Context: an optimization exercise on an open-source flow, tuned for small area. The choices shown serve that exercise and are no tape-out recipe.
The RTL was checked by simulation tests, not by an equivalence proof against the original design.
Power figures rest on the tool's default switching activity, not on a simulated workload.

==> flow/design.v <==
module add_seg #(parameter W = 16, parameter B = 4) (
	input [W-1:0] a,
	input [W-1:0] b,
	input ci,
	output [W-1:0] s
);
localparam NB = (W + B - 1) / B;
wire [W:0] c;
wire [NB:0] bc;               
assign bc[0] = ci;
genvar k, j;
generate
	for (k = 0; k < NB - 1; k = k + 1) begin : blk
		wire [B:0] gg;            
		wire [B:0] pp;            
		assign gg[0] = 1'b0;
		assign pp[0] = 1'b1;
		for (j = 0; j < B; j = j + 1) begin : bt
			assign gg[j+1] = a[k*B+j] & b[k*B+j] | (a[k*B+j] | b[k*B+j]) & gg[j];
			assign pp[j+1] = (a[k*B+j] | b[k*B+j]) & pp[j];
		end
		assign bc[k+1] = gg[B] | pp[B] & bc[k];
	end
	for (k = 0; k < W; k = k + 1) begin : bits
		wire cin = (k % B == 0) ? bc[k / B] : c[k];
		assign s[k] = a[k] ^ b[k] ^ cin;
		assign c[k+1] = a[k] & b[k] | a[k] & cin | b[k] & cin;
	end
endgenerate
endmodule
module inc #(parameter W = 12) (
	input [W-1:0] a,
	output [W-1:0] s,
	output co
);
wire [W:0] c;
assign c[0] = 1'b1;
genvar k;
generate
	for (k = 0; k < W; k = k + 1) begin : bits
		assign s[k] = a[k] ^ c[k];
		assign c[k+1] = a[k] & c[k];
	end
endgenerate
assign co = c[W];
endmodule
module dec #(parameter W = 12) (
	input [W-1:0] a,
	output [W-1:0] s
);
wire [W:0] b;
assign b[0] = 1'b1;
genvar k;
generate
	for (k = 0; k < W; k = k + 1) begin : bits
		assign s[k] = a[k] ^ b[k];
		assign b[k+1] = ~a[k] & b[k];
	end
endgenerate
endmodule
module LCG(
    input CLK,
    input rst,
    input LCG_sig,
    input [11:0] number,
    output reg [15:0] sum,
    output reg Ready
);
reg [15:0] N;
reg fN, fS;
reg [1:0] c;       
reg [8:0] i;
wire step = c[1];
wire [15:0] q = ({16{c[0]}} & {N[14:0], 1'b0}) | ({16{step}} & sum);
wire [15:0] s;
add_seg #(.W(16), .B(8)) add(.a(N), .b(q), .ci(~c[1] & ~c[0]), .s(s));
wire [8:0] i1;
wire i1c;
inc #(.W(9)) inci(.a(i), .s(i1), .co(i1c));
wire hit = {2'b0, i1c, i1} == number;      
always @(posedge CLK)
begin
	if (rst)
	begin
		c <= 2'd0;
		N <= 16'd7573;     
		fN <= 1'b1;
		fS <= 1'b0;
		sum <= 16'd0;
		i <= 9'd0;
		Ready <= 1'b0;
	end
	else
	begin
		c <= {c[0], ~c[1] & ~c[0]};
		N <= step ? (N | {16{~fN}}) : s;
		if (step)
		begin
			sum <= fS ? s : 16'd0;
			fN <= LCG_sig;
			fS <= LCG_sig;
			i <= LCG_sig ? (hit ? i : i1) : 9'd0;
			Ready <= hit;
		end
	end
end
endmodule
module kirin_cpu(
	input clk,
	input rst,
	input [15:0] mem_rdata,
	output [11:0] mem_addr,
	output [15:0] mem_wdata,
	output mem_we,
	input [15:0] fib_rdata,
	output [11:0] fib_addr,
	output [15:0] fib_wdata,
	output fib_we,
	output [15:0] acc_out,
	output [15:0] lcg_sum
);
reg e1, e2;                  
wire fetch = ~e1 & ~e2;
reg [11:0] IR;               
reg [1:0] irc;               
reg [11:0] PC;
reg [15:0] ACC;
reg count_en;                
reg lkl_rdy;
reg [15:0] num1;             
reg [15:0] num2;
reg [11:0] fa;               
reg [2:0] st;
reg D;                       
reg wren;
reg [11:0] bsf;
wire LCG_Ready;
wire fready;
wire [3:0] op = count_en ? 4'hD : mem_rdata[15:12];
wire oLDA = op == 4'h0, oSTA = op == 4'h1, oADD = op == 4'h2, oSUB = op == 4'h3;
wire oJMP = op == 4'h4, oJMI = op == 4'h5, oJEQ = op == 4'h6;
wire oLDI = op == 4'h8, oLSL = op == 4'h9, oLSR = op == 4'hA, oFIB = op == 4'hB;
wire oLCG = op == 4'hC, oLKL = op == 4'hD;
wire EQ = ACC == 16'd0;
wire MI = ACC[15];
wire LCG_sig = e1 & oLCG;
wire LKL_sig = e1 & oLKL;
wire fib_act = e1 & oFIB;
wire Loop = e1 & (oFIB & ~fready | oLCG & ~LCG_Ready | oLKL & ~lkl_rdy);
wire Extra = oLDA | oADD | oSUB | oFIB | oLKL;
wire sload = e1 & (oJMP | oJMI & MI | oJEQ & EQ);
wire cnt_en = e2 | e1 & (oSTA | oJMI & ~MI | oJEQ & ~EQ | oLDI | oLSR | oLSL | oLCG & LCG_Ready);
wire [11:0] operand = mem_rdata[11:0];
wire [11:0] prev = num1[11:0];
wire match = count_en & (IR[11:8] == mem_rdata[15:12]);
wire [11:0] lkl_addr = match ? prev : count_en ? mem_rdata[11:0] : {4'b0, mem_rdata[7:0]};
wire sel_op = e1 & (oLDA | oSTA | oADD | oSUB | oJMP | oJEQ & EQ | oJMI & MI);
assign mem_addr = LKL_sig ? lkl_addr : sel_op ? operand : PC;
assign mem_we = e1 & oSTA | e2 & (irc == 2'd3);
assign mem_wdata = ACC;
assign acc_out = ACC;
wire dsub = e2 & (irc == 2'd0);
wire [15:0] fib_a, fib_b;
wire [15:0] addsub;
wire lda2 = e2 & (irc == 2'd2);
add_seg #(.W(16), .B(4)) add(.a(e1 ? fib_a : lda2 ? 16'd0 : ACC), .b(e1 ? fib_b : mem_rdata ^ {16{dsub}}), .ci(~e1 & dsub), .s(addsub));
wire [11:0] pc1;
wire pc1c;
inc #(.W(12)) pc_inc(.a(PC), .s(pc1), .co(pc1c));
always @(posedge clk)
begin
	if (rst)
	begin
		e1 <= 1'b0;
		e2 <= 1'b0;
		PC <= 12'd0;
		ACC <= 16'd0;
	end
	else
	begin
		e1 <= fetch | Loop;
		e2 <= e1 & Extra & ~Loop;
		if (sload)
			PC <= operand;
		else if (cnt_en)
			PC <= pc1;
		if (e1)
		begin
			if (oLDI)
				ACC <= {4'b0, mem_rdata[11:0]};
			else if (oLSR)
				ACC <= {1'b0, ACC[15:1]};
			else if (oLSL)
				ACC <= {ACC[14:0], 1'b0};
		end
		else if (e2)
		begin
			case (irc)
			2'd2, 2'd1: ACC <= addsub;
			2'd0: ACC <= lkl_rdy ? {4'b0, prev} : addsub;
			default: ;
			endcase
		end
	end
end
always @(posedge clk)
begin
	if (e1 & ~count_en)
	begin
		IR <= mem_rdata[11:0];
		irc <= {~(mem_rdata[15] ^ mem_rdata[13]), mem_rdata[13] & (mem_rdata[15] | ~mem_rdata[12])};
	end
	count_en <= LKL_sig;
	lkl_rdy <= LKL_sig & match;
end
LCG lcg(
	.CLK(clk), .rst(rst), .LCG_sig(LCG_sig),
	.number((e1 & ~count_en) ? mem_rdata[11:0] : IR),
	.sum(lcg_sum), .Ready(LCG_Ready)
);
localparam [2:0] IDLE = 3'd0, S1 = 3'd1, S2 = 3'd2, S3 = 3'd3, SF = 3'd4, SG = 3'd5, DONE = 3'd6;
wire [15:0] number = fib_rdata;
wire bsf0 = bsf == 12'd0;
wire n0 = operand == 12'd0;
wire [11:0] fa1;
wire fa1c;
inc #(.W(12)) fa_inc(.a(fa), .s(fa1), .co(fa1c));
wire [11:0] bsfm1;
dec #(.W(12)) bsf_dec(.a(bsf), .s(bsfm1));
wire caseA = operand <= bsf;
wire hit1 = fa1 == operand;
wire loop0 = st == S1;                
wire st_num = st == S2 | st == S3 | st == SF;
assign fib_a = {num1[15:1], num1[0] | st == S2};
assign fib_b = st_num ? number : num2;
wire [15:0] sum = addsub;
assign fready = st == DONE;
assign fib_addr = fa;
assign fib_wdata = num2;
assign fib_we = wren;
always @(posedge clk)
begin
	if (LKL_sig)
	begin
		if (~match)
			num1 <= {4'b0, mem_rdata[11:0]};
		num2 <= 16'd1;
		fa <= 12'd0;
		st <= IDLE;
		wren <= 1'b0;
	end
	else if (~fib_act)
	begin
		num1 <= 16'd0;
		num2 <= 16'd1;
		fa <= 12'd0;
		st <= IDLE;
		wren <= 1'b0;
	end
	else if (caseA)
	begin
		st <= DONE;
		if (bsf0)
		begin
			wren <= 1'b1;
			fa <= 12'd0;
		end
		else
		begin
			wren <= 1'b0;
			fa <= operand;
			if (st == IDLE & ~n0)
				st <= SG;                 
		end
	end
	else if (bsf0)
	begin
		wren <= 1'b1;
		if (loop0 & hit1)
		begin
			st <= SG;                     
			bsf <= operand;
			fa <= operand;
		end
		else
		begin
			fa <= loop0 ? fa1 : fa;
			st <= S1;
			num2 <= sum;
			num1 <= num2;
		end
	end
	else
	begin
		case (st)
		IDLE: begin
			wren <= 1'b0;
			fa <= bsfm1;
			st <= S1;
		end
		S1: begin
			wren <= 1'b0;
			fa <= fa1;
			D <= hit1;
			st <= S2;
		end
		S2: begin
			wren <= 1'b0;
			num1 <= number;
			num2 <= sum;
			st <= S3;
		end
		S3: begin
			wren <= 1'b1;
			num1 <= num2;
			num2 <= sum;
			fa <= fa1;
			D <= hit1;
			st <= SF;
		end
		default: begin
			wren <= 1'b1;
			if (D)
			begin
				fa <= operand;
				bsf <= operand;
				st <= DONE;
				if (st == SF)
					num2 <= num1;
			end
			else
			begin
				if (st != SF)
					num1 <= num2;
				num2 <= sum;
				fa <= fa1;
				D <= hit1;
				st <= SG;
			end
		end
		endcase
	end
	if (rst)
	begin
		num2 <= 16'd1;
		fa <= 12'd0;
		wren <= 1'b1;
		bsf <= 12'd0;
	end
end
endmodule
==> flow/flow/run.sh <==
#!/bin/bash
# The standard layout (the standard.sh, unchanged synthesis), except that
# the input and output ports are buffered with the smallest buffer, buf_1,
# instead of the resizer's default choice.
set -euo pipefail
export BUFFER_PORTS_ARGS="-buffer_cell sky130_fd_sc_hd__buf_1"
bash standard.sh > standard.log 2>&1
==> flow/standard.sh <==
#!/bin/bash
# synth_recipe.tcl (not shown) runs the flow's synth.tcl, then flattens the netlist and writes it again
# the make line also repeats each setting of config.mk as NAME=value (left out here)
make -C /OpenROAD-flow-scripts/flow DESIGN_CONFIG=/design/flow/config.mk WORK_HOME=/design/flow/orfs CLKGATE_MAP_FILE= SYNTH_SCRIPT=/design/flow/synth_recipe.tcl "${@:-finish}"
==> flow/config.mk <==
export PLATFORM = sky130hd
export DESIGN_NAME = kirin_cpu
export DESIGN_NICKNAME = kirin_cpu
export VERILOG_FILES = /design/flow/design.v
export SDC_FILE = /design/flow/constraint.sdc
export NUM_CORES = 4
export LEC_CHECK = 0
export CAP_MARGIN = 20
export CORE_MARGIN = 2
export CORE_UTILIZATION = 60
export CTS_BUF_LIST = sky130_fd_sc_hd__clkbuf_8
export CTS_CLUSTER_SIZE = 10
export SLEW_MARGIN = 20
==> flow/constraint.sdc <==
create_clock -name core_clock -period 6.0 [get_ports {clk}]
set_input_delay 1.2000 -clock core_clock [delete_from_list [all_inputs] [get_ports {clk}]]
set_output_delay 1.2000 -clock core_clock [all_outputs]
set_load 0.01 [all_outputs]
==> impl_metrics.py, run 1 <==
metrics = {
    "run_status": {
        "status": "timing/DRC/antenna clean",
    },
    "drt": {
        "ant_nets": 0,
        "routed_via_density": 6.18,
        "wl_um": 33100,
        "drt_iter0_drc": 868,
        "wl_per_cell_um": 20.7,
        "dr_total_vias": 9889,
        "drt-pass1-iter-count": 6,
        "drc_errors": 0,
    },
    "synth": {
        "synth_fa_ha_area_share_pct": 15.2,
        "ys_ff_latch": 153,
        "synth-async-reset-ratio_pct": 0,
        "muxShareOfSynthArea_pct": 8.58,
        "synth_xor_area_share_pct": 4.19,
        "synth_compound_area_share_pct": 20.1,
        "synth_top_family_by_area": "compound AO/OA/AOI/OAI gates",
        "synth-seq-area-share_pct": 29.9,
        "synth_cell_types": 76,
        "synth_area_um2": 10900,
        "synth_flop_cell": "dfxtp_1",
        "synth_area_per_cell_um2": 8.44,
        "syn-num-nets": 1439,
        "synth_edf_count": 19,
        "synthSimpleGateAreaFrac_pct": 14.3,
        "yosysWarnings": 2,
        "synth_cells": 1288,
    },
    "setup_path": {
        "critical_path_arrival_ns": 5.82,
        "cp.required_ns": 6.35,
        "path_class": "flip-flop to flip-flop",
        "ff2ff_path_depth": 21,
        "end_kind": "flip-flop",
        "start_kind": "flip-flop",
        "cp_max_fo": 14,
    },
    "power": {
        "switching_share_pct": 37.1,
        "p_leak_nw": 5.27,
        "p_per_area_nw_per_um2": 235,
        "combinationalPowerShare_pct": 27.0,
        "p_seq_share_pct": 43.5,
        "irDropWorstVdd_mv": 0.238,
        "total_power_mw": 2.78,
        "p_int_mw": 1.75,
        "power_frac_clock_pct": 29.5,
        "net-switching-power_mw": 1.03,
    },
    "global_routing": {
        "grt_first_pass_wirelength_um": 51300,
        "grt_usage_pct": 34.2,
        "grt.overflow.total": 0,
        "grt_pass1_vias": 9254,
        "antenna_found_initial": 2,
        "grt_max_degree": 65,
    },
    "floorplanning": {
        "die_h_um": 139,
        "num_io_pins": 124,
        "initial_core_util_pct": 60.9,
        "num_rows": 49,
        "core_region_area_um2": 17800,
        "die-area_um2": 19200,
        "die-width_um": 139,
    },
    "timing": {
        "setup-tns-final_ns": 0,
        "finalHoldViolations": 0,
        "rsz0062_at_grt": "false",
        "drv_slew": 0,
        "max_freq_mhz": 183,
        "setup_viol": 0,
        "min_period_ns": 5.46,
        "maxSlewHeadroom_pct": 29.1,
        "skew_ns": 0.0237,
        "post-route-period-util_pct": 91.1,
        "worst_pin_slew_ns": 1.06,
    },
    "place": {
        "dp_hpwl_um": 23800,
        "portBuffers": 123,
        "gp_congestion": 0.964,
    },
    "run": {
        "drv_cap": 0,
    },
    "worst_hold_path": {
        "hp-class": "flip-flop to flip-flop",
        "hold_depth": 2,
    },
    "clocking": {
        "numCtsBuffers": 17,
        "htree_num_levels": 4,
        "clk_latency_ns": 0.49,
        "post-cts-setup-buffer-count": 0,
        "ctsHoldBuffers": 0,
        "clk_pin_slew_ns": 0.10,
        "ctsResizeCount": 0,
        "cts_root_buf": "clkbuf_8",
        "clockBufferDepth": 2,
        "cts_tree": "built",
        "clock_sinks": 153,
    },
    "layout": {
        "area_growth_pct": 8.60,
        "final_cell_mix": "nor2_1 (145), dfxtp_1 (133), buf_1 (122), inv_1 (93), ha_1 (92)",
        "nets": 1507,
        "layout_commonest_cell": "nor2_1",
        "drive_gt1_share_pct": 6.87,
    },
}
==> power by group through the flow <==
stage	combinational (mW)	clock (mW)	sequential (mW)
CTS	0.745	0.827	1.21
detailed placement	0.741	0	1.23
floorplan	0.565	0	1.20
finish	0.749	0.819	1.21
global route	0.838	0.868	1.22
global placement	0.730	0	1.23
==> kinds of logic (layout without fill, tap and decap cells) <==
family | after synthesis | after routing
XOR/XNOR | 52 | 52
AND/OR/NAND/NOR | 339 | 339
other | 0 | 2
buffers and inverters | 200 | 281
flip-flops | 153 | 153
adder cells (fa/ha/maj) | 117 | 117
AO/OA/AOI/OAI | 337 | 337
multiplexers | 90 | 90
==> through the flow <==
step / util, % / area [um^2] / setup slack, ns / hold WS (ns) / instances
6_report: 66.1 / 11800 / 0.537 / 0.482 / 1600
5_1_grt: 66.1 / 11800 / 0.0861 / 0.503 / 1598
2_1_floorplan: - / 10900 / 0.969 / 0.442 / 1288
3_5_place_dp: 63.8 / 11400 / 0.583 / 0.456 / 1566
3_3_place_gp: 63.8 / 11400 / 0.686 / 0.451 / 1566
4_1_cts: 66.1 / 11800 / 0.577 / 0.486 / 1598
==> routing by layer <==
metal  vias up  wire, um  GRT usage, %
li1       4660         -             -
met1      4692     13400          45.6
met2       461     15400          54.6
met3        76      2980          5.97
met4         0      1280          15.5
met5         -         0             0
==> synth_stat cells (all sizes together), types with 36 or more instances <==
master / count / area [um^2]
nor2: 145 / 544
dfxtp: 134 / 2680
inv: 93 / 349
ha: 92 / 1150
a21oi: 89 / 449
nand2: 89 / 334
o21ai: 78 / 390
mux2i: 74 / 741
clkbuf: 71 / 268
a22oi: 36 / 270
buf: 36 / 221
==> flip-flops by register name (all words and copies together), names as in the netlist, 2 cells and up <==
register and flops:
st 3, lcg.i 9, lcg.N 16, IR 12, lcg.c 2, num1 16
ACC 16, lcg.sum 16, bsf 12, fa 12, irc 2, num2 16
PC 12
==> path summary, 6_finish.rpt <==
path	start	to	slack [ns]
worst max-delay path	st[2]	ACC[15]	0.54
worst min-delay path	IR[10]	IR[10]	0.48
worst max register to register	st[2]	ACC[15]	0.54
worst min register to register	IR[10]	IR[10]	0.48
==> cell type report <==
cell class              count  area (um^2)
diodes                      2         5.00
clock buffers              17          234
clock inverters            15          180
fillers                  1555         6040
inverters                  93          349
multi-input cells         935         6780
flip-flops and latches    153         3250
well taps                 229          287
repair buffers            156          711
==> worst max-delay path: stages (launching register included) <==
cell and delay [ns]:
dfxtp_1 0.60, or3b_2 0.53, and2_1 0.29, mux2i_1 0.30
mux2i_1 0.20, inv_1 0.09, ha_1 0.14, nor3_1 0.05
nor4_1 0.31, o41ai_1 0.14, a2111o_1 0.45, a31o_2 0.26
a211oi_1 0.33, fa_1 0.26, fa_1 0.18, inv_1 0.06
fa_1 0.43, xnor2_1 0.23, xnor2_1 0.18, o221ai_1 0.13
o21ai_0 0.11, nor2_1 0.05
==> run 2, diff against run 1 <==
--- a/flow/config.mk
+++ b/flow/config.mk
@@ -8,6 +8,5 @@
 export CAP_MARGIN = 20
 export CORE_MARGIN = 2
-export CORE_UTILIZATION = 60
+export CORE_UTILIZATION = 75
 export CTS_BUF_LIST = sky130_fd_sc_hd__clkbuf_8
-export CTS_CLUSTER_SIZE = 10
 export SLEW_MARGIN = 20
==> impl_metrics.py, run 2 <==
metrics = {
    "run_status": {
        "status": "timing/DRC/antenna clean",
    },
    "synth": {
        "synth_flop_cell": "dfxtp_1",
        "synth_area_um2": 10900,
        "synth_area_per_cell_um2": 8.44,
        "yosysTopAreaCellShare_pct": 24.7,
        "ys_ff_latch": 153,
        "synth-seq-area-share_pct": 29.9,
        "synth_most_common_cell": "nor2_1",
        "synth_cells": 1288,
        "synth-async-reset-ratio_pct": 0,
        "yosys-top-cells-area": "dfxtp_1 (25%), ha_1 (11%), mux2i_1 (6.8%)",
        "synth_cell_types": 76,
        "yosysTopAreaCell": "dfxtp_1",
        "synth.top_cells.by_count": "nor2_1 (145), dfxtp_1 (134), inv_1 (93)",
        "synth_edf_count": 19,
        "yosysWarnings": 2,
        "syn-num-nets": 1439,
    },
    "power": {
        "p_per_area_nw_per_um2": 238,
        "total_power_mw": 2.78,
        "p_leak_nw": 5.25,
        "irDropWorstVdd_mv": 0.389,
    },
    "place": {
        "portBuffers": 123,
        "dp_hpwl_um": 23400,
        "post_dp_cell_area_um2": 11300,
        "gp_congestion": 1.02,
    },
    "layout": {
        "final_util_pct": 83.3,
        "final_area_um2": 11700,
        "layout_commonest_cell": "nor2_1",
        "antenna_cells": 0,
        "nets": 1503,
        "final_cell_mix": "nor2_1 (145), dfxtp_1 (133), buf_1 (122), inv_1 (93), ha_1 (92)",
        "drive_gt1_share_pct": 6.59,
        "area_growth_pct": 7.62,
    },
    "worst_hold_path": {
        "hp-class": "flip-flop to flip-flop",
    },
    "timing": {
        "setup-tns-final_ns": 0,
        "skew_ns": 0.0147,
        "finalHoldViolations": 0,
        "max_freq_mhz": 184,
        "drv_slew": 0,
        "maxSlewHeadroom_pct": 26.8,
        "hold_ws_ns": 0.488,
        "setup_viol": 0,
        "post-route-period-util_pct": 90.5,
        "rsz0062_at_grt": "false",
        "min_period_ns": 5.43,
        "worst_pin_slew_ns": 1.09,
    },
    "floorplanning": {
        "die-area_um2": 15500,
        "die_h_um": 124,
        "die-width_um": 124,
        "num_io_pins": 124,
        "initial_core_util_pct": 77.4,
        "core_region_area_um2": 14000,
        "num_rows": 43,
    },
    "global_routing": {
        "antenna_found_initial": 1,
        "grt_pass1_vias": 9809,
        "grt_usage_pct": 41.0,
        "grt.overflow.total": 0,
        "grt_first_pass_wirelength_um": 50800,
        "grt_max_degree": 81,
    },
    "setup_path": {
        "cp_max_fo": 15,
        "end_kind": "flip-flop",
        "start_kind": "flip-flop",
        "startpoint": "lcg.c[1]",
        "ff2ff_path_depth": 22,
        "cp.required_ns": 6.33,
        "critical_path_arrival_ns": 5.76,
        "r2r-start": "lcg.c[1]",
        "worstSetupEndpoint": "lcg.N[15]",
        "reg2reg_slack_ns": 0.57,
        "path_class": "flip-flop to flip-flop",
        "r2r_end": "lcg.N[15]",
    },
    "clocking": {
        "ctsResizeCount": 0,
        "clock_sinks": 153,
        "ctsHoldBuffers": 0,
        "cts_root_buf": "clkbuf_8",
        "clk_latency_ns": 0.48,
        "post-cts-setup-buffer-count": 0,
        "numCtsBuffers": 17,
        "clk_pin_slew_ns": 0.10,
        "cts_tree": "built",
        "clockBufferDepth": 2,
        "htree_num_levels": 4,
    },
    "drt": {
        "wl_per_cell_um": 21.1,
        "drt_iter0_drc": 1421,
        "drt-pass1-iter-count": 6,
        "routed_via_density": 6.69,
        "wl_um": 32600,
        "dr_total_vias": 10331,
        "drc_errors": 0,
        "ant_nets": 0,
    },
    "run": {
        "drv_cap": 0,
    },
}
## run 2: cell types whose count changed in the layout (fill, tap and decap cells not counted), sizes merged
cell      change
clkinv        -2
clkinvlp      -1
diode         -2
inv           +3
buf           -4
## run 2: worst max-delay path, cell delays in order, from the launching register on
cell	delay, ns
dfxtp_1	0.50
and2_1	0.28
inv_1	0.10
ha_1	0.17
nor3_1	0.05
o22ai_1	0.17
a21oi_1	0.09
nor2_1	0.11
nor2_1	0.06
o31ai_1	0.30
a21oi_1	0.15
fa_1	0.46
fa_1	0.44
fa_1	0.43
fa_1	0.42
fa_1	0.42
fa_1	0.39
inv_1	0.09
fa_1	0.19
xnor2_1	0.14
xnor2_1	0.13
o22ai_1	0.17
nor2_1	0.06
## run 2: cell families (layout without fill, tap and decap cells)
family / after synthesis / count (layout) / share of synthesized area [%]
AOI/OAI and AO/OA: 337 / 337 / 20.1
xor gates and xnor gates: 52 / 52 / 4.19
adders and majority gates: 117 / 117 / 15.2
buffers and inverters: 200 / 277 / 7.71
DFF: 153 / 153 / 29.9
muxes: 90 / 90 / 8.58
and+or+nand+nor: 339 / 339 / 14.3
## run 2: worst min-delay path by stage
stage | cells after the start | slack [ns] | to | startpoint
after floorplan | 2 | 0.44 | lcg.fN | lcg.fN
after global placement | 2 | 0.45 | lcg.fN | lcg.fN
after detailed placement | 1 | 0.47 | lcg.i[5] | lcg.i[5]
after CTS | 2 | 0.49 | IR[10] | IR[10]
after global routing | 1 | 0.51 | lcg.i[6] | lcg.i[6]
final | 2 | 0.49 | IR[10] | IR[10]
## run 2: per-layer routing
metal  vias up  share of wire (%)  GRT usage (%)
li1       4657                  -              -
met1      4806                 37           51.4
met2       697                 47           66.9
met3       169                 11           7.69
met4         2                6.0           22.3
met5         -              0.037              0
## run 2: cell type report
class	count	area, um^2
multi-input cells	935	6780
clock inverters	15	176
clock buffers	17	234
fillers	923	2350
flip-flops and latches	153	3250
inverters	93	349
well taps	180	225
repair buffers	152	681
## run 2: power by group
group | internal (mW) | total, mW | switching, mW
Combinational | 0.314 | 0.759 | 0.445
Clock | 0.320 | 0.811 | 0.492
Sequential | 1.12 | 1.21 | 0.0990
## run 2: metrics by stage
step / setup WS, ns / std cells
detailed placement: 0.646 / 1513
CTS: 0.585 / 1545
global placement: 0.719 / 1513
global route: 0.226 / 1545
finish: 0.568 / 1545
floorplan: 0.969 / 1288
==> run 3, diff against run 2 <==
--- a/flow/config.mk
+++ b/flow/config.mk
@@ -6,7 +6,7 @@
 export NUM_CORES = 4
 export LEC_CHECK = 0
-export CAP_MARGIN = 20
+export CAP_MARGIN = 5
 export CORE_MARGIN = 2
 export CORE_UTILIZATION = 75
 export CTS_BUF_LIST = sky130_fd_sc_hd__clkbuf_8
-export SLEW_MARGIN = 20
+export SLEW_MARGIN = 5
==> impl_metrics.py, run 3 <==
metrics = {
    "floorplanning": {
        "num_io_pins": 124,
        "core_region_area_um2": 14000,
        "num_rows": 43,
        "die_h_um": 124,
        "die-area_um2": 15500,
        "die-width_um": 124,
        "initial_core_util_pct": 77.4,
    },
    "synth": {
        "synth_area_per_cell_um2": 8.44,
        "yosys-top-cells-area": "dfxtp_1 (25%), ha_1 (11%), mux2i_1 (6.8%)",
        "synth_top_family_by_area": "compound AO/OA/AOI/OAI gates",
        "synth-seq-area-share_pct": 29.9,
        "yosysWarnings": 2,
        "synth_edf_count": 19,
        "yosysTopAreaCellShare_pct": 24.7,
        "syn-num-nets": 1439,
        "synth_fa_ha_area_share_pct": 15.2,
        "synth_flop_cell": "dfxtp_1",
        "synth_area_um2": 10900,
        "muxShareOfSynthArea_pct": 8.58,
        "synth.top_cells.by_count": "nor2_1 (145), dfxtp_1 (134), inv_1 (93)",
        "synth-async-reset-ratio_pct": 0,
        "synth_compound_area_share_pct": 20.1,
        "synth_cell_types": 76,
        "synth_cells": 1288,
        "synth_xor_area_share_pct": 4.19,
        "synthSimpleGateAreaFrac_pct": 14.3,
        "ys_ff_latch": 153,
        "synth_most_common_cell": "nor2_1",
        "yosysTopAreaCell": "dfxtp_1",
    },
    "clocking": {
        "numCtsBuffers": 17,
        "cts_tree": "built",
        "clock_sinks": 153,
        "clockBufferDepth": 2,
        "ctsHoldBuffers": 0,
        "clk_latency_ns": 0.48,
        "post-cts-setup-buffer-count": 0,
        "cts_root_buf": "clkbuf_8",
        "clk_pin_slew_ns": 0.10,
        "htree_num_levels": 4,
        "ctsResizeCount": 0,
    },
    "drt": {
        "routed_via_density": 6.69,
        "dr_total_vias": 10331,
        "drt_iter0_drc": 1421,
        "wl_um": 32600,
        "ant_nets": 0,
        "wl_per_cell_um": 21.1,
        "drc_errors": 0,
        "drt-pass1-iter-count": 6,
    },
    "setup_path": {
        "critPathBufInv": 2,
        "cp_max_fo": 15,
        "crit_path_top_delay_cell": "dfxtp_1",
        "cp.required_ns": 6.33,
        "startpoint": "lcg.c[1]",
        "path_class": "flip-flop to flip-flop",
        "crit_path_cell_trace": "and2_1 > inv_1 > ha_1 > nor3_1 > o22ai_1 > a21oi_1 > nor2_1 > nor2_1 > o31ai_1 > a21oi_1 > fa_1 > fa_1 > fa_1 > fa_1 > fa_1 > fa_1 > inv_1 > fa_1 > xnor2_1 > xnor2_1 > o22ai_1 > nor2_1",
        "end_kind": "flip-flop",
        "cpMostUsedCell": "fa_1",
        "start_kind": "flip-flop",
        "slowest_delay_ns": 0.50,
        "cpLargestDelayFamily": "adder cells",
        "critical_path_arrival_ns": 5.76,
        "r2r-start": "lcg.c[1]",
    },
    "timing": {
        "drv_slew": 0,
        "worst_pin_slew_ns": 1.09,
        "post-route-period-util_pct": 90.5,
        "setup-tns-final_ns": 0,
        "skew_ns": 0.0147,
        "min_period_ns": 5.43,
        "rsz0062_at_grt": "false",
        "max_freq_mhz": 184,
        "setup_viol": 0,
        "finalHoldViolations": 0,
        "maxSlewHeadroom_pct": 26.8,
    },
    "layout": {
        "area_growth_pct": 7.62,
        "nets": 1503,
        "drive_gt1_share_pct": 6.59,
        "layout_commonest_cell": "nor2_1",
        "final_cell_mix": "nor2_1 (145), dfxtp_1 (133), buf_1 (122), inv_1 (93), ha_1 (92)",
        "antenna_cells": 0,
        "final_util_pct": 83.3,
    },
    "place": {
        "portBuffers": 123,
        "gp_congestion": 1.02,
        "dp_hpwl_um": 23400,
    },
    "global_routing": {
        "grt_usage_pct": 41.0,
        "grt_pass1_vias": 9809,
        "antenna_found_initial": 1,
        "grt_max_degree": 81,
        "grt.overflow.total": 0,
        "grt_first_pass_wirelength_um": 50800,
    },
    "worst_hold_path": {
        "hp-class": "flip-flop to flip-flop",
        "min_from": "IR[10]",
    },
    "power": {
        "p_leak_nw": 5.25,
        "power_frac_clock_pct": 29.1,
        "p_per_area_nw_per_um2": 238,
        "combinationalPowerShare_pct": 27.3,
        "irDropWorstVdd_mv": 0.389,
        "p_int_mw": 1.75,
        "switching_share_pct": 37.2,
        "net-switching-power_mw": 1.04,
        "p_seq_share_pct": 43.6,
    },
    "run_status": {
        "status": "timing/DRC/antenna clean",
    },
    "run": {
        "drv_cap": 0,
    },
}
[run 3: cell counts after synthesis]
Identical to the previous run, type by type.
[run 3: through the flow]
step	std cells	power [mW]	setup WS (ns)	hold WS (ns)	instance area (um^2)
2_1_floorplan	1288	1.77	0.969	0.442	10900
6_report	1545	2.78	0.568	0.488	11700
4_1_cts	1545	2.77	0.585	0.489	11700
3_3_place_gp	1513	1.94	0.719	0.452	11300
5_1_grt	1545	2.91	0.226	0.511	11700
3_5_place_dp	1513	1.97	0.646	0.466	11300
[run 3: final timing paths]
kind | endpoint | slack, ns | cells after the start
worst min register to register | IR[10] | 0.49 | 2
worst min-delay path | IR[10] | 0.49 | 2
worst max register to register | lcg.N[15] | 0.57 | 22
worst max-delay path | lcg.N[15] | 0.57 | 22
[run 3: kinds of logic after synthesis]
family	Yosys count
XOR/XNOR	52
AO/OA/AOI/OAI	337
AND/OR/NAND/NOR	339
buffers and inverters	200
flip-flops	153
adder cells (fa/ha/maj)	117
multiplexers	90
[run 3: power by group through the flow]
stage          combinational [mW]  sequential [mW]  clock [mW]
2_1_floorplan               0.565             1.20           0
6_report                    0.759             1.21       0.811
3_3_place_gp                0.708             1.23           0
5_1_grt                     0.833             1.23       0.849
4_1_cts                     0.747             1.21       0.808
3_5_place_dp                0.739             1.23           0
[run 3: area by class of cell]
type	count	area, um^2
sequential	153	3250
clock inverter	15	176
fill	923	2350
multi-input combinational	935	6780
tap	180	225
inverter	93	349
timing repair buffer	152	681
clock buffer	17	234
[run 3: worst reg2reg max path: stages, from the launching register on]
cell,delay [ns]
dfxtp_1,0.50
and2_1,0.28
inv_1,0.10
ha_1,0.17
nor3_1,0.05
o22ai_1,0.17
a21oi_1,0.09
nor2_1,0.11
nor2_1,0.06
o31ai_1,0.30
a21oi_1,0.15
fa_1,0.46
fa_1,0.44
fa_1,0.43
fa_1,0.42
fa_1,0.42
fa_1,0.39
inv_1,0.09
fa_1,0.19
xnor2_1,0.14
xnor2_1,0.13
o22ai_1,0.17
nor2_1,0.06
[run 3: layer usage]
| layer | vias to the layer above | track usage, % | share of wire, % |
|---|---|---|---|
| li1 | 4657 | - | - |
| met1 | 4806 | 51.4 | 37 |
| met2 | 697 | 66.9 | 47 |
| met3 | 169 | 7.69 | 11 |
| met4 | 2 | 22.3 | 6.0 |
| met5 | - | 0 | 0.037 |
==> run 4, diff against run 3 <==
==> flow/run.sh (new file) <==
#!/bin/bash
# synth_recipe.tcl (not shown) runs the flow's synth.tcl, then flattens the netlist and writes it again
# the make line also repeats each setting of config.mk as NAME=value (left out here)
make -C /OpenROAD-flow-scripts/flow DESIGN_CONFIG=/design/flow/config.mk WORK_HOME=/design/flow/orfs CLKGATE_MAP_FILE= SYNTH_SCRIPT=/design/flow/synth_recipe.tcl finish
--- a/flow/config.mk
+++ b/flow/config.mk
@@ -6,7 +6,7 @@
 export NUM_CORES = 4
 export LEC_CHECK = 0
-export CAP_MARGIN = 5
+export CAP_MARGIN = 20
 export CORE_MARGIN = 2
-export CORE_UTILIZATION = 75
+export CORE_UTILIZATION = 40
 export CTS_BUF_LIST = sky130_fd_sc_hd__clkbuf_8
-export SLEW_MARGIN = 5
+export SLEW_MARGIN = 20
removed: flow/flow/run.sh
removed: flow/standard.sh
==> impl_metrics.py, run 4 <==
metrics = {
    "synth": {
        "synth_flop_cell": "dfxtp_1",
        "yosysWarnings": 2,
        "synth_most_common_cell": "nor2_1",
        "synth_cell_types": 76,
        "synth-async-reset-ratio_pct": 0,
        "yosysTopAreaCellShare_pct": 24.7,
        "ys_ff_latch": 153,
        "yosysTopAreaCell": "dfxtp_1",
        "syn-num-nets": 1439,
        "synth_edf_count": 19,
        "synth_area_per_cell_um2": 8.44,
        "yosys-top-cells-area": "dfxtp_1 (25%), ha_1 (11%), mux2i_1 (6.8%)",
        "synth_cells": 1288,
        "synth.top_cells.by_count": "nor2_1 (145), dfxtp_1 (134), inv_1 (93)",
        "synth-seq-area-share_pct": 29.9,
        "synth_area_um2": 10900,
    },
    "power": {
        "irDropWorstVdd_mv": 0.120,
        "total_power_mw": 2.85,
        "p_leak_nw": 5.63,
        "switching_share_pct": 36.8,
        "p_int_mw": 1.80,
        "net-switching-power_mw": 1.05,
        "p_per_area_nw_per_um2": 223,
        "power_frac_clock_pct": 29.0,
        "p_seq_share_pct": 42.3,
        "combinationalPowerShare_pct": 28.6,
    },
    "drt": {
        "wl_per_cell_um": 20.7,
        "drc_errors": 0,
        "dr_total_vias": 9794,
        "wl_um": 35500,
        "drt-pass1-iter-count": 6,
        "routed_via_density": 5.69,
        "ant_nets": 0,
        "drt_iter0_drc": 880,
    },
    "timing": {
        "min_period_ns": 5.65,
        "skew_ns": 0.0202,
        "drv_slew": 0,
        "post-route-period-util_pct": 94.2,
        "setup_viol": 0,
        "maxSlewHeadroom_pct": 27.2,
        "finalHoldViolations": 0,
        "setup_slack_ns": 0.348,
        "rsz0062_at_grt": "false",
        "worst_pin_slew_ns": 1.09,
        "max_freq_mhz": 177,
        "setup-tns-final_ns": 0,
    },
    "floorplanning": {
        "initial_core_util_pct": 40.5,
        "core_region_area_um2": 26800,
        "die-area_um2": 28500,
        "num_io_pins": 124,
        "die_h_um": 169,
        "die-width_um": 169,
        "num_rows": 60,
    },
    "clocking": {
        "clock_sinks": 153,
        "ctsResizeCount": 0,
        "clk_latency_ns": 0.49,
        "clockBufferDepth": 2,
        "numCtsBuffers": 17,
        "clk_pin_slew_ns": 0.10,
        "cts_root_buf": "clkbuf_8",
        "ctsHoldBuffers": 0,
        "cts_tree": "built",
        "post-cts-setup-buffer-count": 0,
        "htree_num_levels": 4,
    },
    "setup_path": {
        "start_kind": "primary input",
        "cp_max_fo": 14,
        "end_kind": "primary output",
        "critical_path_arrival_ns": 4.45,
        "crit_path_top_delay_cell": "clkdlybuf4s50_1",
        "critPathBufInv": 4,
        "slowest_delay_ns": 0.60,
        "cp.required_ns": 4.80,
        "crit_path_cell_trace": "clkdlybuf4s50_1 > nor4b_1 > nand4_1 > o41ai_1 > buf_4 > a21oi_1 > o21bai_2 > buf_4 > o22ai_1 > a31oi_1 > clkdlybuf4s50_1",
        "path_class": "primary input to primary output",
        "cpLargestDelayFamily": "buffers and inverters",
    },
    "global_routing": {
        "grt_max_degree": 47,
        "grt_pass1_vias": 9475,
        "grt_first_pass_wirelength_um": 54800,
        "antenna_found_initial": 0,
        "grt_usage_pct": 25.0,
        "grt.overflow.total": 0,
    },
    "layout": {
        "final_area_um2": 12800,
        "multi_input_area_um2": 6790,
        "final_cell_mix": "nor2_1 (145), dfxtp_1 (133), clkdlybuf4s50_1 (122), inv_1 (93), ha_1 (92)",
        "layout_commonest_cell": "nor2_1",
        "final_util_pct": 47.7,
        "seq_area_um2": 3250,
        "nFillCells": 2560,
        "area_growth_pct": 17.6,
        "nets": 1518,
        "antenna_cells": 0,
        "drive_gt1_share_pct": 7.75,
    },
    "place": {
        "pre_cts_slack_ns": 0.223,
        "gp_congestion": 0.970,
        "dp_hpwl_um": 26200,
        "portBuffers": 123,
        "post_dp_cell_area_um2": 12400,
    },
    "run_status": {
        "status": "timing/DRC/antenna clean",
    },
    "run": {
        "drv_cap": 0,
    },
    "worst_hold_path": {
        "hp-class": "flip-flop to flip-flop",
    },
}
## run 4: changes by cell type in the layout (fill, tap and decap cells not counted), moves of 2 or more
| cell | previous run | this run |
|---|---|---|
| buf_1 | 122 | 0 |
| clkdlybuf4s50_1 | 0 | 122 |
| inv_8 | 3 | 7 |
| clkinv_8 | 4 | 2 |
| buf_4 | 29 | 44 |
| inv_6 | 4 | 2 |
## run 4: layout make-up
cell class	instances	area share (%)
Multi-Input combinational cell	935	53.1
Sequential cell	153	25.5
Timing Repair Buffer	167	12.2
Tap cell	341	3.34
Inverter	93	2.73
Clock buffer	17	1.83
Clock inverter	15	1.33
## run 4: per-stage QoR
stage / cells / hold WS (ns)
6_report: 1721 / 0.486
5_1_grt: 1721 / 0.508
4_1_cts: 1721 / 0.488
3_5_place_dp: 1689 / 0.463
3_3_place_gp: 1689 / 0.451
2_1_floorplan: 1288 / 0.442
## run 4: power by group through the flow
stage                     Combinational (mW)  Clock (mW)  Sequential (mW)
after floorplan                        0.565           0             1.20
after global placement                 0.791           0             1.23
after detailed placement               0.801           0             1.23
after CTS                              0.809       0.843             1.21
after global routing                   0.916       0.884             1.22
final                                  0.815       0.827             1.21
## run 4: layer usage
| metal | share of wire, % | routed length, um | up-vias | GRT usage (%) |
|---|---|---|---|---|
| met5 | 0 | 0 | - | 0 |
| met4 | 2.0 | 726 | 0 | 6.67 |
| met3 | 8.4 | 2980 | 58 | 4.84 |
| met2 | 45 | 16100 | 418 | 39.4 |
| met1 | 44 | 15700 | 4631 | 35.1 |
| li1 | - | - | 4687 | - |
## run 4: worst register-to-register path: cells and delay by family, from the launching register on
kind | cells | cell delay, ns
AO/OA/AOI/OAI | 7 | 1.56
XOR/XNOR | 2 | 0.36
adder cells (fa/ha/maj) | 4 | 1.06
flip-flops | 1 | 0.46
multiplexers | 2 | 0.44
AND/OR/NAND/NOR | 3 | 0.87
buffers and inverters | 4 | 0.48
## run 4: path summary, 6_finish.rpt
check | start | to | slack (ns) | cells after the start
setup / recovery | mem_rdata[13] | mem_addr[2] | 0.35 | 11
hold / removal | lcg.fS | lcg.fS | 0.49 | 2
setup reg to reg | st[0] | ACC[15] | 0.64 | 22
hold reg to reg | lcg.fS | lcg.fS | 0.49 | 2
## run 4: logic make-up after synthesis
family,after synthesis,share of synthesized area [%]
muxes,90,8.58
adders and majority gates,117,15.2
xor gates and xnor gates,52,4.19
buffers and inverters,200,7.71
DFF,153,29.9
and+or+nand+nor,339,14.3
AOI/OAI and AO/OA,337,20.1
==> run 5, diff against run 4 <==
==> flow/flow/run.sh (new file) <==
#!/bin/bash
# The standard layout (the standard.sh, unchanged synthesis), except:
# - the input and output ports are buffered with the smallest buffer, buf_1,
#   instead of the resizer's default choice;
# - clock tree synthesis inserts no dummy loads (extra inverters hung on the
#   clock nets only to balance them).
set -euo pipefail
export BUFFER_PORTS_ARGS="-buffer_cell sky130_fd_sc_hd__buf_1"
export CTS_ARGS="-sink_clustering_enable -repair_clock_nets -buf_list {sky130_fd_sc_hd__clkbuf_4 sky130_fd_sc_hd__clkbuf_8} -dont_use_dummy_load"
bash standard.sh > standard.log 2>&1
==> flow/standard.sh (new file) <==
#!/bin/bash
# synth_recipe.tcl (not shown) runs the flow's synth.tcl, then flattens the netlist and writes it again
# the make line also repeats each setting of config.mk as NAME=value (left out here)
make -C /OpenROAD-flow-scripts/flow DESIGN_CONFIG=/design/flow/config.mk WORK_HOME=/design/flow/orfs CLKGATE_MAP_FILE= SYNTH_SCRIPT=/design/flow/synth_recipe.tcl "${@:-finish}"
--- a/flow/config.mk
+++ b/flow/config.mk
@@ -8,5 +8,5 @@
 export CAP_MARGIN = 20
 export CORE_MARGIN = 2
-export CORE_UTILIZATION = 40
+export CORE_UTILIZATION = 75
 export CTS_BUF_LIST = sky130_fd_sc_hd__clkbuf_8
 export SLEW_MARGIN = 20
removed: flow/run.sh
==> impl_metrics.py, run 5 <==
metrics = {
    "setup_path": {
        "critical_path_arrival_ns": 5.76,
        "crit_path_top_delay_cell": "dfxtp_1",
        "cp.required_ns": 6.29,
        "cpMostUsedCell": "fa_1",
        "cp_max_fo": 14,
        "crit_path_cell_trace": "or3b_2 > and2_1 > mux2i_1 > mux2i_1 > inv_1 > ha_1 > nor3_1 > nor4_1 > o41ai_1 > a2111o_1 > nand2_1 > fa_1 > fa_1 > fa_1 > xor2_1 > o21ai_0 > o21ai_0 > a21oi_1 > a21oi_1 > nor2_1",
        "end_kind": "flip-flop",
        "start_kind": "flip-flop",
        "slowest_delay_ns": 0.60,
        "path_class": "flip-flop to flip-flop",
    },
    "run_status": {
        "status": "timing/DRC/antenna clean",
    },
    "layout": {
        "antenna_cells": 0,
        "layout_commonest_cell": "nor2_1",
        "fin_cells": 1530,
        "nets": 1503,
        "area_growth_pct": 6.00,
        "final_util_pct": 82.0,
        "drive_gt1_share_pct": 5.56,
        "final_cell_mix": "nor2_1 (145), dfxtp_1 (133), buf_1 (122), inv_1 (93), ha_1 (92)",
    },
    "drt": {
        "routed_via_density": 6.68,
        "drt-pass1-iter-count": 8,
        "dr_total_vias": 10219,
        "ant_nets": 0,
        "drc_errors": 0,
        "drt_iter0_drc": 1311,
        "wl_um": 32400,
        "wl_per_cell_um": 21.2,
    },
    "synth": {
        "yosysTopAreaCell": "dfxtp_1",
        "synth-seq-area-share_pct": 29.9,
        "synth.top_cells.by_count": "nor2_1 (145), dfxtp_1 (134), inv_1 (93)",
        "synth_edf_count": 19,
        "yosys-top-cells-area": "dfxtp_1 (25%), ha_1 (11%), mux2i_1 (6.8%)",
        "yosysWarnings": 2,
        "synth_most_common_cell": "nor2_1",
        "ys_ff_latch": 153,
        "synth_area_um2": 10900,
        "synth_cells": 1288,
        "synth_flop_cell": "dfxtp_1",
        "synth-async-reset-ratio_pct": 0,
        "synth_cell_types": 76,
        "syn-num-nets": 1439,
        "yosysTopAreaCellShare_pct": 24.7,
        "synth_area_per_cell_um2": 8.44,
    },
    "place": {
        "pre_cts_slack_ns": 0.646,
        "placed_cells": 1513,
        "gp_congestion": 1.02,
        "portBuffers": 123,
        "dp_hpwl_um": 23400,
    },
    "global_routing": {
        "grt_first_pass_wirelength_um": 50600,
        "grt_max_degree": 81,
        "grt_pass1_vias": 9756,
        "antenna_found_initial": 0,
        "grt_usage_pct": 40.8,
        "grt.overflow.total": 0,
    },
    "power": {
        "net-switching-power_mw": 0.889,
        "combinationalPowerShare_pct": 29.4,
        "switching_share_pct": 34.6,
        "p_per_area_nw_per_um2": 223,
        "p_seq_share_pct": 47.3,
        "p_leak_nw": 5.17,
        "power_frac_clock_pct": 23.3,
        "irDropWorstVdd_mv": 0.359,
        "p_int_mw": 1.68,
        "total_power_mw": 2.57,
    },
    "floorplanning": {
        "die-area_um2": 15500,
        "die_h_um": 124,
        "num_io_pins": 124,
        "core_region_area_um2": 14000,
        "num_rows": 43,
        "die-width_um": 124,
        "initial_core_util_pct": 77.4,
    },
    "timing": {
        "rsz0062_at_grt": "false",
        "worst_pin_slew_ns": 1.11,
        "max_freq_mhz": 183,
        "setup_viol": 0,
        "drv_slew": 0,
        "setup-tns-final_ns": 0,
        "maxSlewHeadroom_pct": 25.6,
        "min_period_ns": 5.47,
        "skew_ns": 0.0469,
        "post-route-period-util_pct": 91.1,
        "finalHoldViolations": 0,
        "setup_slack_ns": 0.532,
    },
    "clocking": {
        "ctsHoldBuffers": 0,
        "clockBufferDepth": 2,
        "clk_latency_ns": 0.47,
        "htree_num_levels": 4,
        "clk_pin_slew_ns": 0.10,
        "numCtsBuffers": 17,
        "ctsResizeCount": 0,
        "post-cts-setup-buffer-count": 0,
        "clock_sinks": 153,
        "cts_root_buf": "clkbuf_8",
        "cts_tree": "built",
    },
    "worst_hold_path": {
        "hp-class": "flip-flop to flip-flop",
    },
    "run": {
        "drv_cap": 0,
    },
}
## run 5: cell counts after synthesis
Identical to the previous run, type by type.
## run 5: critical path, delay by kind of cell, from the launching register on
family,cells,cell delay [ns]
buffers and inverters,1,0.08
flip-flops,1,0.60
multiplexers,2,0.51
AND/OR/NAND/NOR,6,1.23
AO/OA/AOI/OAI,6,1.14
adder cells (fa/ha/maj),4,1.56
XOR/XNOR,1,0.19
## run 5: power by group through the flow
stage               clock (mW)  combinational, mW  sequential (mW)
floorplan                    0              0.565             1.20
global placement             0              0.708             1.23
detailed placement           0              0.739             1.23
CTS                      0.591              0.746             1.21
global route             0.633              0.832             1.23
finish                   0.598              0.756             1.22
## run 5: per-stage QoR
step	hold slack, ns	instance area, um^2
6_report	0.487	11500
5_1_grt	0.511	11500
4_1_cts	0.490	11500
3_5_place_dp	0.466	11300
3_3_place_gp	0.452	11300
2_1_floorplan	0.442	10900
## run 5: area by class of cell
cell class	count	area, um^2
Clock buffer	17	234
Multi-Input combinational cell	935	6780
Tap cell	180	225
Sequential cell	153	3250
Fill cell	974	2520
Timing Repair Buffer	152	681
Inverter	93	349
## run 5: logic make-up after synthesis
group | synth area share, %
xor gates and xnor gates | 4.19
adders and majority gates | 15.2
DFF | 29.9
and+or+nand+nor | 14.3
buffers and inverters | 7.71
AOI/OAI and AO/OA | 20.1
muxes | 8.58
## run 5: path summary, 6_finish.rpt
check                           startpoint      end  slack, ns  cells past startpoint
worst max-delay path                 st[2]  ACC[11]       0.53                     20
worst min-delay path                lcg.fS   lcg.fS       0.49                      2
worst max register to register       st[2]  ACC[11]       0.53                     20
worst min register to register      lcg.fS   lcg.fS       0.49                      2
## run 5: metal layers
metal  routed length (um)  vias up  track usage [%]
li1                     -     4641                -
met2                15000      664             66.3
met5                    0        -                0
met4                 1960        0             22.0
met1                12200     4742             51.8
met3                 3170      172             7.26
==> run 6, diff against run 5 <==
--- a/flow/flow/run.sh
+++ b/flow/flow/run.sh
@@ -7,4 +7,4 @@
 set -euo pipefail
 export BUFFER_PORTS_ARGS="-buffer_cell sky130_fd_sc_hd__buf_1"
-export CTS_ARGS="-sink_clustering_enable -repair_clock_nets -buf_list {sky130_fd_sc_hd__clkbuf_4 sky130_fd_sc_hd__clkbuf_8} -dont_use_dummy_load"
+export CTS_ARGS="-sink_clustering_enable -repair_clock_nets -buf_list sky130_fd_sc_hd__clkbuf_8 -dont_use_dummy_load"
 bash standard.sh > standard.log 2>&1
==> impl_metrics.py, run 6 <==
metrics = {
    "global_routing": {
        "grt_max_degree": 81,
        "grt.overflow.total": 0,
        "grt_first_pass_wirelength_um": 50600,
        "grt_pass1_vias": 9756,
        "grt_usage_pct": 40.8,
        "antenna_found_initial": 0,
    },
    "run": {
        "drv_cap": 0,
    },
    "drt": {
        "wl_um": 32400,
        "drt_iter0_drc": 1311,
        "drt-pass1-iter-count": 8,
        "dr_total_vias": 10219,
        "drc_errors": 0,
        "wl_per_cell_um": 21.2,
        "routed_via_density": 6.68,
        "ant_nets": 0,
    },
    "clocking": {
        "clk_latency_ns": 0.47,
        "clk_pin_slew_ns": 0.10,
        "cts_tree": "built",
        "ctsResizeCount": 0,
        "htree_num_levels": 4,
        "post-cts-setup-buffer-count": 0,
        "clockBufferDepth": 2,
        "ctsHoldBuffers": 0,
        "cts_root_buf": "clkbuf_8",
        "numCtsBuffers": 17,
        "clock_sinks": 153,
    },
    "timing": {
        "skew_ns": 0.0469,
        "maxSlewHeadroom_pct": 25.6,
        "setup-tns-final_ns": 0,
        "min_period_ns": 5.47,
        "worst_pin_slew_ns": 1.11,
        "post-route-period-util_pct": 91.1,
        "setup_viol": 0,
        "drv_slew": 0,
        "rsz0062_at_grt": "false",
        "finalHoldViolations": 0,
        "max_freq_mhz": 183,
    },
    "layout": {
        "area_growth_pct": 6.00,
        "drive_gt1_share_pct": 5.56,
        "antenna_cells": 0,
        "fin_cells": 1530,
        "final_cell_mix": "nor2_1 (145), dfxtp_1 (133), buf_1 (122), inv_1 (93), ha_1 (92)",
        "nFillCells": 974,
        "final_util_pct": 82.0,
        "layout_commonest_cell": "nor2_1",
        "nets": 1503,
    },
    "synth": {
        "synth_cells": 1288,
        "synth_most_common_cell": "nor2_1",
        "yosysWarnings": 2,
        "yosysTopAreaCellShare_pct": 24.7,
        "synth_area_um2": 10900,
        "yosys-top-cells-area": "dfxtp_1 (25%), ha_1 (11%), mux2i_1 (6.8%)",
        "synth-async-reset-ratio_pct": 0,
        "synthSimpleGateAreaFrac_pct": 14.3,
        "synth_area_per_cell_um2": 8.44,
        "synth_fa_ha_area_share_pct": 15.2,
        "synth_compound_area_share_pct": 20.1,
        "synth_xor_area_share_pct": 4.19,
        "synth_cell_types": 76,
        "synth.top_cells.by_count": "nor2_1 (145), dfxtp_1 (134), inv_1 (93)",
        "synth-seq-area-share_pct": 29.9,
        "yosysTopAreaCell": "dfxtp_1",
        "muxShareOfSynthArea_pct": 8.58,
        "ys_ff_latch": 153,
        "synth_top_family_by_area": "compound AO/OA/AOI/OAI gates",
        "synth_edf_count": 19,
        "syn-num-nets": 1439,
        "synth_flop_cell": "dfxtp_1",
    },
    "floorplanning": {
        "die-width_um": 124,
        "die-area_um2": 15500,
        "initial_core_util_pct": 77.4,
        "core_region_area_um2": 14000,
        "num_io_pins": 124,
        "die_h_um": 124,
        "num_rows": 43,
    },
    "setup_path": {
        "r2r-start": "st[2]",
        "slowest_delay_ns": 0.60,
        "crit_path_cell_trace": "or3b_2 > and2_1 > mux2i_1 > mux2i_1 > inv_1 > ha_1 > nor3_1 > nor4_1 > o41ai_1 > a2111o_1 > nand2_1 > fa_1 > fa_1 > fa_1 > xor2_1 > o21ai_0 > o21ai_0 > a21oi_1 > a21oi_1 > nor2_1",
        "start_kind": "flip-flop",
        "cp.required_ns": 6.29,
        "path_class": "flip-flop to flip-flop",
        "critPathBufInv": 1,
        "crit_path_top_delay_cell": "dfxtp_1",
        "cpLargestDelayFamily": "adder cells",
        "cp_max_fo": 14,
        "ff2ff_path_depth": 20,
        "reg2reg_slack_ns": 0.53,
        "r2r_end": "ACC[11]",
        "worstSetupPathDepth": 20,
        "end_kind": "flip-flop",
        "startpoint": "st[2]",
        "critical_path_arrival_ns": 5.76,
        "cpMostUsedCell": "fa_1",
        "worstSetupEndpoint": "ACC[11]",
    },
    "place": {
        "dp_hpwl_um": 23400,
        "gp_congestion": 1.02,
        "placed_cells": 1513,
        "portBuffers": 123,
    },
    "power": {
        "p_per_area_nw_per_um2": 223,
        "irDropWorstVdd_mv": 0.359,
        "p_leak_nw": 5.17,
    },
    "worst_hold_path": {
        "hp-class": "flip-flop to flip-flop",
    },
    "run_status": {
        "status": "timing/DRC/antenna clean",
    },
}
-- run 6: worst register-to-register path: stages (launching register included) --
cell	delay [ns]
dfxtp_1	0.60
or3b_2	0.52
and2_1	0.28
mux2i_1	0.19
mux2i_1	0.32
inv_1	0.08
ha_1	0.20
nor3_1	0.19
nor4_1	0.10
o41ai_1	0.44
a2111o_1	0.24
nand2_1	0.09
fa_1	0.46
fa_1	0.46
fa_1	0.44
xor2_1	0.19
o21ai_0	0.10
o21ai_0	0.15
a21oi_1	0.06
a21oi_1	0.15
nor2_1	0.05
-- run 6: how the worst min path moves through the flow --
stage | from | endpoint | slack, ns | depth (start not counted)
CTS | lcg.fS | lcg.fS | 0.49 | 2
floorplan | lcg.fN | lcg.fN | 0.44 | 2
detailed placement | lcg.i[5] | lcg.i[5] | 0.47 | 1
global placement | lcg.fN | lcg.fN | 0.45 | 2
finish | lcg.fS | lcg.fS | 0.49 | 2
global route | lcg.i[6] | lcg.i[6] | 0.51 | 1
-- run 6: layer usage --
metal / wire length, um / part of all wire [%] / vias to the layer above / global-route usage [%]
li1: - / - / 4641 / -
met1: 12200 / 38 / 4742 / 51.8
met2: 15000 / 46 / 664 / 66.3
met3: 3170 / 9.8 / 172 / 7.26
met4: 1960 / 6.1 / 0 / 22.0
met5: 0 / 0 / - / 0
-- run 6: cells by family after synthesis --
kind of cell,count (synthesis)
compound gates,337
xor+xnor,52
fa+ha+maj,117
buf+inv,200
flops,153
mux,90
simple gates,339
-- run 6: layout make-up --
cell class              count  area [um^2]  area share (%)
multi-input cells         935         6780            58.8
flip-flops and latches    153         3250            28.3
repair buffers            152          681            5.91
inverters                  93          349            3.03
clock buffers              17          234            2.03
well taps                 180          225            1.96
-- run 6: stage by stage --
stage | hold WS [ns] | instance area [um^2] | setup WS (ns) | total power, mW
6_report | 0.487 | 11500 | 0.532 | 2.57
5_1_grt | 0.511 | 11500 | 0.218 | 2.69
2_1_floorplan | 0.442 | 10900 | 0.969 | 1.77
4_1_cts | 0.490 | 11500 | 0.616 | 2.55
3_3_place_gp | 0.452 | 11300 | 0.719 | 1.94
3_5_place_dp | 0.466 | 11300 | 0.646 | 1.97
-- run 6: power breakdown --
group | total (mW) | leakage, nW | switching [mW] | internal (mW)
combinational | 0.756 | 3.73 | 0.441 | 0.314
clock | 0.598 | 0.122 | 0.348 | 0.250
sequential | 1.22 | 1.32 | 0.0998 | 1.12
==> run 7, diff against run 6 <==
--- a/flow/config.mk
+++ b/flow/config.mk
@@ -8,5 +8,5 @@
 export CAP_MARGIN = 20
 export CORE_MARGIN = 2
-export CORE_UTILIZATION = 75
+export CORE_UTILIZATION = 85
 export CTS_BUF_LIST = sky130_fd_sc_hd__clkbuf_8
 export SLEW_MARGIN = 20
==> impl_metrics.py, run 7 <==
metrics = {
    "run_status": {
        "status": "timing/DRC/antenna clean",
    },
    "global_routing": {
        "antenna_found_initial": 1,
        "grt_first_pass_wirelength_um": 57700,
        "grt.overflow.total": 0,
        "grt_usage_pct": 56.2,
        "grt_max_degree": 80,
        "grt_pass1_vias": 11062,
    },
    "synth": {
        "synth-seq-area-share_pct": 29.9,
        "synth-async-reset-ratio_pct": 0,
        "synth_most_common_cell": "nor2_1",
        "yosys-top-cells-area": "dfxtp_1 (25%), ha_1 (11%), mux2i_1 (6.8%)",
        "synth_area_per_cell_um2": 8.44,
        "synth.top_cells.by_count": "nor2_1 (145), dfxtp_1 (134), inv_1 (93)",
        "synth_area_um2": 10900,
        "synth_cells": 1288,
        "ys_ff_latch": 153,
        "syn-num-nets": 1439,
        "yosysTopAreaCell": "dfxtp_1",
        "synth_edf_count": 19,
        "synth_cell_types": 76,
        "yosysTopAreaCellShare_pct": 24.7,
        "synth_flop_cell": "dfxtp_1",
        "yosysWarnings": 2,
    },
    "layout": {
        "final_cell_mix": "nor2_1 (145), dfxtp_1 (132), buf_1 (122), inv_1 (93), ha_1 (92)",
        "antenna_cells": 0,
        "layout_commonest_cell": "nor2_1",
        "drive_gt1_share_pct": 5.84,
        "final_area_um2": 11500,
        "area_growth_pct": 6.09,
        "nets": 1505,
    },
    "floorplanning": {
        "die-width_um": 117,
        "core_region_area_um2": 12600,
        "die_h_um": 117,
        "die-area_um2": 13700,
        "num_rows": 41,
        "initial_core_util_pct": 86.5,
        "num_io_pins": 124,
    },
    "power": {
        "p_int_mw": 1.69,
        "p_seq_share_pct": 46.2,
        "irDropWorstVdd_mv": 0.229,
        "p_per_area_nw_per_um2": 229,
        "switching_share_pct": 36.1,
        "net-switching-power_mw": 0.952,
        "p_leak_nw": 5.17,
        "combinationalPowerShare_pct": 30.7,
        "power_frac_clock_pct": 23.1,
    },
    "drt": {
        "drc_errors": 0,
        "dr_total_vias": 11311,
        "met1_length_um": 11700,
        "wl_um": 37800,
        "met3_length_um": 5780,
        "drt_iter0_drc": 2636,
        "routed_via_density": 7.42,
        "wl_met2_um": 16400,
        "ant_nets": 0,
        "wl_per_cell_um": 24.8,
        "top_layer": "met4",
        "drt-pass1-iter-count": 14,
    },
    "timing": {
        "min_period_ns": 5.59,
        "setup_viol": 0,
        "maxSlewHeadroom_pct": 19.1,
        "max_freq_mhz": 179,
        "rsz0062_at_grt": "false",
        "finalHoldViolations": 0,
        "drv_slew": 0,
        "post-route-period-util_pct": 93.2,
        "worst_pin_slew_ns": 1.21,
        "setup-tns-final_ns": 0,
        "skew_ns": 0.0371,
    },
    "clocking": {
        "clk_pin_slew_ns": 0.09,
        "clock_sinks": 153,
        "htree_num_levels": 4,
        "post-cts-setup-buffer-count": 0,
        "cts_tree": "built",
        "numCtsBuffers": 17,
        "cts_root_buf": "clkbuf_8",
        "clockBufferDepth": 2,
        "clk_latency_ns": 0.50,
    },
    "setup_path": {
        "r2r_end": "ACC[11]",
        "reg2reg_slack_ns": 0.41,
        "r2r-start": "st[1]",
        "critPathBufInv": 1,
        "ff2ff_path_depth": 20,
        "cpLargestDelayFamily": "adder cells",
        "slowest_delay_ns": 0.56,
        "end_kind": "flip-flop",
        "cp_max_fo": 12,
        "start_kind": "flip-flop",
        "cp.required_ns": 6.32,
        "critical_path_arrival_ns": 5.92,
        "crit_path_top_delay_cell": "or3b_2",
        "cpMostUsedCell": "fa_1",
        "crit_path_cell_trace": "or3b_2 > and2_1 > mux2i_2 > mux2i_1 > inv_1 > ha_1 > nor3_1 > nor4_1 > o41ai_1 > a2111o_1 > nand2_1 > fa_1 > fa_1 > fa_1 > xor2_1 > o21ai_0 > o21ai_0 > a21oi_1 > a21oi_1 > nor2_1",
        "path_class": "flip-flop to flip-flop",
    },
    "place": {
        "dp_hpwl_um": 24800,
        "post_dp_cell_area_um2": 11300,
        "portBuffers": 123,
        "gp_congestion": 1.07,
    },
    "worst_hold_path": {
        "min_to": "lcg.i[6]",
        "hp-class": "flip-flop to flip-flop",
        "min_from": "lcg.i[6]",
        "hold_depth": 1,
    },
    "run": {
        "drv_cap": 0,
    },
}
run 7: worst max-delay path by stage:
stage          endpoint  slack (ns)  depth (start not counted)          from
3_3_place_gp    ACC[15]        0.76                         19         st[2]
5_1_grt         ACC[15]         0.1                         19         st[2]
6_report        ACC[11]        0.41                         20         st[1]
2_1_floorplan   ACC[15]        0.97                         19  mem_rdata[2]
4_1_cts         ACC[15]        0.44                         19         st[2]
3_5_place_dp    ACC[15]        0.49                         19         st[2]
run 7: power by group through the flow:
stage / sequential [mW] / combinational (mW) / clock, mW
floorplan: 1.20 / 0.565 / 0
CTS: 1.21 / 0.772 / 0.587
detailed placement: 1.23 / 0.751 / 0
global route: 1.23 / 0.872 / 0.629
global placement: 1.23 / 0.703 / 0
finish: 1.22 / 0.810 / 0.609
run 7: logic make-up after synthesis:
family | after synthesis | synth area share, %
compound gates | 337 | 20.1
xor+xnor | 52 | 4.19
fa+ha+maj | 117 | 15.2
buf+inv | 200 | 7.71
flops | 153 | 29.9
mux | 90 | 8.58
simple gates | 339 | 14.3
run 7: worst reg2reg max path: stages (launching register included):
cell      delay, ns
dfxtp_1        0.45
or3b_2         0.56
and2_1         0.30
mux2i_2        0.24
mux2i_1        0.34
inv_1          0.09
ha_1           0.20
nor3_1         0.17
nor4_1         0.09
o41ai_1        0.40
a2111o_1       0.27
nand2_1        0.10
fa_1           0.48
fa_1           0.47
fa_1           0.44
xor2_1         0.20
o21ai_0        0.09
o21ai_0        0.19
a21oi_1        0.09
a21oi_1        0.18
nor2_1         0.06
run 7: layer usage:
layer / track usage (%) / vias to the layer above
met3: 25.9 / 463
met5: 3.33 / -
li1: - / 4634
met1: 61.0 / 5034
met2: 83.7 / 1180
met4: 46.1 / 0
run 7: timing repair:
item | CTS | global route
hold buffers | 0 | 0
gates resized for setup | 0 | 2
setup endpoints to repair | 0 | 3
run 7: area by class of cell:
cell class | instances | area [um^2]
fill | 538 | 1040
multi-input combinational | 935 | 6780
inverter | 93 | 349
timing repair buffer | 154 | 696
clock buffer | 17 | 234
sequential | 153 | 3260
tap | 172 | 215
run 7: per-stage QoR:
| step | total power, mW | cells | setup slack (ns) | utilization, % | hold WS [ns] |
|---|---|---|---|---|---|
| floorplan | 1.77 | 1288 | 0.969 | - | 0.442 |
| global placement | 1.93 | 1507 | 0.764 | 89.8 | 0.451 |
| detailed placement | 1.98 | 1507 | 0.495 | 89.8 | 0.469 |
| CTS | 2.57 | 1524 | 0.441 | 91.7 | 0.500 |
| global route | 2.73 | 1524 | 0.0952 | 91.7 | 0.517 |
| finish | 2.64 | 1524 | 0.406 | 91.7 | 0.508 |

static timing again, ports no longer ideal:
In the flow no input, the clock included, has a driving cell. The finished layouts below were timed again as built, in two steps.
Step 1: set_driving_cell puts a clkbuf_16 on clk and a buf_2 on each other input, an assumption about the parent block.
Step 2 times the ports against the registers' clock, not the clock port: input delays grow and output delays shrink by t, the midpoint of the rising clock arrivals with the driver on.
Slacks: ideal / step 1 / step 2; pairs: ideal / step 1.
run	t (ns)	setup slack, ns	clock arrival spread, ns	pins driven straight from the clock port
run 1	0.518	0.537 / 0.537 / 0.531	0.024 / 0.025	1
run 2	0.508	0.568 / 0.568 / 0.568	0.015 / 0.015	1
run 3	0.508	0.568 / 0.568 / 0.568	0.015 / 0.015	1
run 4	0.514	0.348 / 0.317 / 0.126	0.032 / 0.032	1
run 5	0.486	0.532 / 0.532 / 0.488	0.050 / 0.049	1
run 6	0.486	0.532 / 0.532 / 0.488	0.050 / 0.049	1
run 7	0.524	0.406 / 0.406 / 0.288	0.037 / 0.037	1
After both steps setup and hold are still met in every run listed. For run 4, which loses most, drivers alone change the setup slack by -0.031 ns; drivers and shift together by -0.222 ns.
